What follows belongs to an exercise in optimizing a design on an open flow for small area; a production flow would make more cautious choices.
Only simulation tests tie the RTL to the original design; equivalence was not proved.
Power and IR drop assume default switching activity.

Setup of oak:
==> flow/design.v <==
`timescale 1ns / 1ps
module lcd_fsm(
    input clk,
    input reset,
    input play_sw,
    input mov_up,
    input mov_dwn,
    input sel,
    input vol_dwn,
    input vol_up,
    input wrt_ack,
    input audio_rdy,
    input data_present_bro,
    input ram_rdy,
    output wrt_req,
    output write_enb,
    output read_req,
    output read_ack,
    output [7:0] lcd_state,
    output [4:0] vol_level,
    output [25:0] addr,
    output reg [7:0] leds
    );
    localparam [3:0] S_HELLO = 4'b0011;
    localparam [3:0] S_WDIS  = 4'b0111;
    localparam [3:0] S_RREQ  = 4'b1100;
    localparam [3:0] S_RREQ1 = 4'b1101;
    localparam [3:0] S_RDATA = 4'b1110;
    localparam [3:0] S_RDAT1 = 4'b1111;
    localparam [1:0] K_PLAY = 2'd0;
    localparam [1:0] K_REC  = 2'd1;
    localparam [1:0] K_DEL  = 2'd2;
    reg [3:0]  st;
    reg [3:0]  scr;         
    reg        v6, v12;     
    reg [2:0]  trk;         
    reg [11:0] alow;        
    reg [11:0] tendn0, tendn1, tendn2, tendn3, tendn4;
    wire [11:0] tend0 = ~tendn0, tend1 = ~tendn1, tend2 = ~tendn2, tend3 = ~tendn3, tend4 = ~tendn4;
    wire [1:0] kind = st[1:0];      
    wire c_at    = (st[3:2] == 2'b00);
    wire at      = c_at & ~(st[1] & st[0]);
    wire hello   = c_at & st[1] & st[0];
    wire c_send  = (st[3:2] == 2'b01);
    wire send    = c_send & ~(st[1] & st[0]);
    wire wdis    = c_send & st[1] & st[0];
    wire ack     = (st[3:2] == 2'b10);
    wire in_rreq  = (st[3:1] == 3'b110);
    wire in_rdata = (st[3:1] == 3'b111);
    assign wrt_req   = ack;
    assign write_enb = wdis;
    assign read_req  = in_rdata & st[0];
    assign read_ack  = in_rreq & st[0];
    assign lcd_state = {4'b0000, scr};
    assign vol_level = {1'b0, v12, v6 | v12, v6, 1'b0};
    wire wrapA = ~alow[11] & ~alow[10];
    wire wrapB = ~(alow[11] & alow[10]);
    reg [13:0] ahi;
    always @(*) begin
        case (trk)
            3'd1:    ahi = wrapA ? 14'd2017 : 14'd2016;
            3'd2:    ahi = wrapB ? 14'd4033 : 14'd4032;
            3'd3:    ahi = wrapA ? 14'd6050 : 14'd6049;
            3'd4:    ahi = wrapB ? 14'd8066 : 14'd8065;
            default: ahi = 14'd0;
        endcase
    end
    assign addr = {ahi, alow};
    reg [11:0] lim_low;
    always @(*) begin
        case (trk)
            3'd1:    lim_low = 12'h398;
            3'd2:    lim_low = 12'hB78;
            3'd3:    lim_low = 12'h358;
            3'd4:    lim_low = 12'hB38;
            default: lim_low = 12'hBB7;
        endcase
    end
    wire at_lim = (alow == lim_low);
    wire [4:0] toh = {trk == 3'd4, trk == 3'd3, trk == 3'd2, trk == 3'd1, trk == 3'd0};
    wire [11:0] cur_end = ({12{toh[0]}} & tend0) | ({12{toh[1]}} & tend1) | ({12{toh[2]}} & tend2) |
                          ({12{toh[3]}} & tend3) | ({12{toh[4]}} & tend4);
    wire end_empty = (trk != 3'd0) &&
                     (cur_end[11:9] == ((trk == 3'd1 || trk == 3'd3) ? 3'b010 : 3'b110));
    wire at_end    = (alow == cur_end);
    wire before_end = ~at_end & ~end_empty;
    wire up_only = mov_up & ~mov_dwn & ~sel;
    wire dn_only = ~mov_up & mov_dwn & ~sel;
    wire released = ~(mov_up | mov_dwn | sel | vol_dwn | vol_up);
    wire s_list = scr[3] & (scr[2:0] != 3'd0) & (scr[2:0] != 3'd7);    
    wire s_back = (scr == 4'd14);
    wire s_trk  = s_list & ~s_back;                                     
    wire s_first = (scr == 4'd9);
    wire k_play = (kind == K_PLAY);
    wire k_rec  = (kind == K_REC);
    wire k_del  = ~k_play & ~k_rec;
    wire [2:0] pos = scr[2:0] - 3'd1;       
    reg m_inc, m_dec;
    always @(*) begin
        m_inc = 1'b0;
        m_dec = 1'b0;
        case (scr)
            4'd0:       m_inc = dn_only;
            4'd1, 4'd2, 4'd3: begin
                        m_inc = dn_only;
                        m_dec = up_only;
            end
            4'd4:       m_dec = up_only;
            4'd5:       m_inc = vol_up & ~sel;
            4'd6: begin
                        m_inc = ~vol_dwn & vol_up & ~sel;
                        m_dec = vol_dwn & ~vol_up & ~sel;
            end
            4'd7:       m_dec = vol_dwn & ~sel;
            4'd14:      m_dec = up_only;
            4'd9, 4'd10, 4'd11, 4'd12, 4'd13: begin
                if (k_play) begin
                        m_inc = ~mov_up & mov_dwn;
                        m_dec = mov_up & ~mov_dwn & ~s_first;
                end else begin
                        m_inc = dn_only;
                        m_dec = up_only & ~s_first;
                end
            end
            default: ;
        endcase
    end
    reg m_jmp;
    reg [3:0] jmp_to;
    always @(*) begin
        m_jmp = sel;
        case (scr)
            4'd0, 4'd1, 4'd2: jmp_to = 4'd9;
            4'd4:             jmp_to = {2'b01, v6 | v12, ~v6};
            4'd5, 4'd6, 4'd7: jmp_to = 4'd4;
            4'd8: begin
                              m_jmp  = sel | at_lim;
                              jmp_to = sel ? 4'd1 : 4'd15;
            end
            4'd14:            jmp_to = {2'b00, kind};
            4'd15:            jmp_to = 4'd0;
            4'd3:       begin m_jmp = 1'b0; jmp_to = 4'd0; end
            default:    begin m_jmp = sel & k_rec; jmp_to = 4'd8; end   
        endcase
    end
    wire go_send  = at & (m_inc | m_dec | m_jmp);
    wire rec_step = at & (scr == 4'd8) & ~sel & ~at_lim & audio_rdy;
    wire rec_stop = at & (scr == 4'd8) & (sel | at_lim);
    wire play_go  = at & s_trk & k_play & ~m_inc & ~m_dec & play_sw;
    wire rec_go   = at & s_trk & k_rec & sel;
    wire del_one  = at & s_trk & k_del & sel;
    wire del_all  = at & (scr == 4'd3) & sel;
    wire play_step = in_rdata & data_present_bro & play_sw;
    wire play_menu = at & (scr == 4'd0) & sel;
    wire step = rec_step | play_step;
    wire load_base = play_go | rec_go;
    reg [11:0] base_low;
    always @(*) begin
        case (pos)
            3'd1:    base_low = 12'h7E1;
            3'd2:    base_low = 12'hFC1;
            3'd3:    base_low = 12'h7A1;
            3'd4:    base_low = 12'hF81;
            default: base_low = 12'h000;
        endcase
    end
    always @(posedge clk) begin
        if (reset) begin
            st       <= S_HELLO;
            scr      <= 4'd0;
            v6       <= 1'b0;
            v12      <= 1'b0;
            trk      <= 3'd0;
            alow     <= 12'd0;
            leds     <= 8'd0;
        end else begin
            if (hello) begin
                if (sel && ram_rdy) st <= {2'b01, K_PLAY};
            end else if (send) begin
                if (released) st <= {2'b10, kind};
            end else if (ack) begin
                if (wrt_ack) st <= {2'b00, kind};
            end else if (wdis) begin
                st <= {2'b00, K_PLAY};
            end else if (in_rreq) begin
                if (audio_rdy && before_end) st <= S_RDAT1;
                else if (at_end || !play_sw) st <= {2'b01, K_PLAY};
                else st <= S_RREQ;
            end else if (in_rdata) begin
                if (data_present_bro && play_sw) st <= S_RREQ1;
                else if (!play_sw) st <= {2'b01, K_PLAY};
                else st <= S_RDATA;
            end else begin  
                if (m_inc | m_dec | m_jmp)
                    st <= {2'b01, (sel && scr == 4'd0) ? K_PLAY :
                                  (sel && scr == 4'd1) ? K_REC :
                                  (sel && scr == 4'd2) ? K_DEL : kind};
                else if (rec_step) st <= S_WDIS;
                else if (play_go) st <= S_RREQ;
            end
            if (at) begin
                if (m_inc) scr <= scr + 4'd1;
                else if (m_dec) scr <= scr - 4'd1;
                else if (m_jmp) scr <= jmp_to;
            end
            if (at && sel && scr == 4'd5) begin v6 <= 1'b0; v12 <= 1'b0; end
            if (at && sel && scr == 4'd6) begin v6 <= 1'b1; v12 <= 1'b0; end
            if (at && sel && scr == 4'd7) begin v6 <= 1'b0; v12 <= 1'b1; end
            if (play_menu) begin
                trk  <= 3'd0;
                alow <= 12'd0;
            end else if (load_base) begin
                trk  <= pos;
                alow <= base_low;
            end else if (step) begin
                alow <= alow + 1'b1;
            end
            if (play_menu) leds <= 8'd0;
            else if (step) leds <= leds + 1'b1;
        end
    end
    wire [4:0] clr, ld, hold;
    genvar g;
    generate
        for (g = 0; g < 5; g = g + 1) begin : g_en
            assign clr[g]  = reset | del_all | (del_one && pos == g);
            assign ld[g]   = ~clr[g] & rec_stop & (trk == g);
            assign hold[g] = ~clr[g] & ~ld[g];
        end
    endgenerate
    wire [11:0] maskA = 12'h400;
    wire [11:0] maskB = 12'hC00;
    always @(posedge clk) begin
        tendn0 <= ({12{ld[0]}} & ~alow) | ({12{hold[0]}} & tendn0) | ({12{clr[0]}});
        tendn1 <= ({12{ld[1]}} & ~alow) | ({12{hold[1]}} & tendn1) | ({12{clr[1]}} & ~maskA);
        tendn2 <= ({12{ld[2]}} & ~alow) | ({12{hold[2]}} & tendn2) | ({12{clr[2]}} & ~maskB);
        tendn3 <= ({12{ld[3]}} & ~alow) | ({12{hold[3]}} & tendn3) | ({12{clr[3]}} & ~maskA);
        tendn4 <= ({12{ld[4]}} & ~alow) | ({12{hold[4]}} & tendn4) | ({12{clr[4]}} & ~maskB);
    end
endmodule
Settings: LEC_CHECK=0, CAP_MARGIN=0, CORE_MARGIN=2, CORE_UTILIZATION=70, GPL_TIMING_DRIVEN=1, PLACE_DENSITY=0.85, SLEW_MARGIN=0; clock period 5.0 ns.
standard.sh (not shown) runs the stock make flow with config.mk's settings and CLKGATE_MAP_FILE= SYNTH_SCRIPT=/design/flow/synth_recipe.tcl, a recipe that flattens the netlist after the stock synthesis.
==> flow/flow/run.sh <==
#!/bin/bash
# Standard synthesis, then an area re-mapping of its combinational logic
# (registers kept as they are), then the standard layout with small port
# buffers, one shared tie cell and a clock tree without dummy loads.
set -euo pipefail
export BUFFER_PORTS_ARGS="-buffer_cell sky130_fd_sc_hd__buf_1"
export SKIP_REPAIR_TIE_FANOUT=1
export CTS_ARGS="-sink_clustering_enable -repair_clock_nets -buf_list sky130_fd_sc_hd__clkbuf_8 -dont_use_dummy_load"
bash standard.sh synth > synth.log 2>&1
R=$PWD/orfs/results/sky130hd/lcd_fsm/base
cp $R/1_2_yosys.v std_synth.v
# re-map with a few seeds of ABC's deep synthesis; keep the smallest
for batch in "1 2 3 4" "5 6 7 8"; do
  for s in $batch; do
    sed "s/SEED/$s/" flow/area.abc > remap_$s.abc
    REMAP_IN=$PWD/std_synth.v REMAP_OUT=$PWD/remapped_$s.v REMAP_SCRIPT=$PWD/remap_$s.abc \
    REMAP_STAT=$PWD/remap_stat_$s.log yosys -c flow/remap.tcl > remap_$s.log 2>&1 &
  done
  wait
done
best=""; besta=""
for s in 1 2 3 4 5 6 7 8; do
  a=$(awk '/Chip area/ {print $NF}' remap_stat_$s.log 2>/dev/null || true)
  [[ -n "$a" ]] || continue
  if [[ -z "$besta" ]] || awk "BEGIN {exit !($a < $besta)}"; then best=$s; besta=$a; fi
done
echo "seed $best area $besta" > remap_choice.log
cp remapped_$best.v remapped.v
# absorb inverters on register outputs; keep the result only if it is proven equal
cp remapped.v final_synth.v
if python3 flow/peephole.py remapped.v peephole.v > peephole.log 2>&1 && \
   EQ_GOLD=$PWD/remapped.v EQ_GATE=$PWD/peephole.v yosys -c flow/equiv.tcl > equiv.log 2>&1; then
  cp peephole.v final_synth.v
fi
cp final_synth.v $R/1_2_yosys.v
bash standard.sh > layout.log 2>&1
Other scripts of this flow, unchanged in this note and not shown: flow/flow/area.abc, flow/flow/equiv.tcl, flow/flow/peephole.py, flow/flow/remap.tcl
--- input diff oak..pine ---
# oak
export LEC_CHECK = 0
export CAP_MARGIN = 0
export CORE_MARGIN = 2
export CORE_UTILIZATION = 70
export GPL_TIMING_DRIVEN = 1
export PLACE_DENSITY = 0.85
export SLEW_MARGIN = 0
create_clock -name core_clock -period 5.0 [get_ports {clk}]
# pine
export LEC_CHECK = 0
export CAP_MARGIN = 0
export CORE_MARGIN = 2
export CORE_UTILIZATION = 70
export GPL_TIMING_DRIVEN = 0
export PLACE_DENSITY = 0.85
export SLEW_MARGIN = 0
create_clock -name core_clock -period 5.0 [get_ports {clk}]
==> comparison <==
pine: flow complete, layout not clean; failing: setup timing
[compare] base=oak new=pine: worst setup slack down 320 ps, worst hold slack shows an increase of 5.0 ps.
Relative to oak, global-route usage has increased by 2.3 points in pine.
oak → pine: area after synthesis ~0 delta; proportion of final cell area spent on non-clock buffers -1.8 points; critical path arrival +350 ps; post-cts resize count +2; part of the total power dissipated in the clock network -0.2 points.
Between oak and pine, the flow reports wire length of the first global-routing pass increasing by a few percent.

## afterwards: timing with drivers on the ports
Ports are ideal in the flow. The routed layouts listed here were re-timed in OpenROAD. Step 1 sets driving cells, clkbuf_16 on the clock port and buf_2 on the other inputs (assumed; they add their load-dependent delay and slew). Step 2 adds t to the input delays and takes it off the output delays; t is the mean of the earliest and latest rising clock arrival at the registers after step 1. Input paths then give back, and output paths get back, about the clock's delay inside the block. Slacks: ideal / step 1 / step 2; pairs: ideal / step 1.
| run | t (ns) | slack for setup (ns) | worst setup path after step 2 | worst slew at a driven data input, ns |
|---|---|---|---|---|
| oak | 0.383 | 0.313 / 0.313 / 0.313 | register to register | 0.03 |
| pine | 0.386 | -0.010 / -0.010 / -0.010 | register to register | 0.03 |
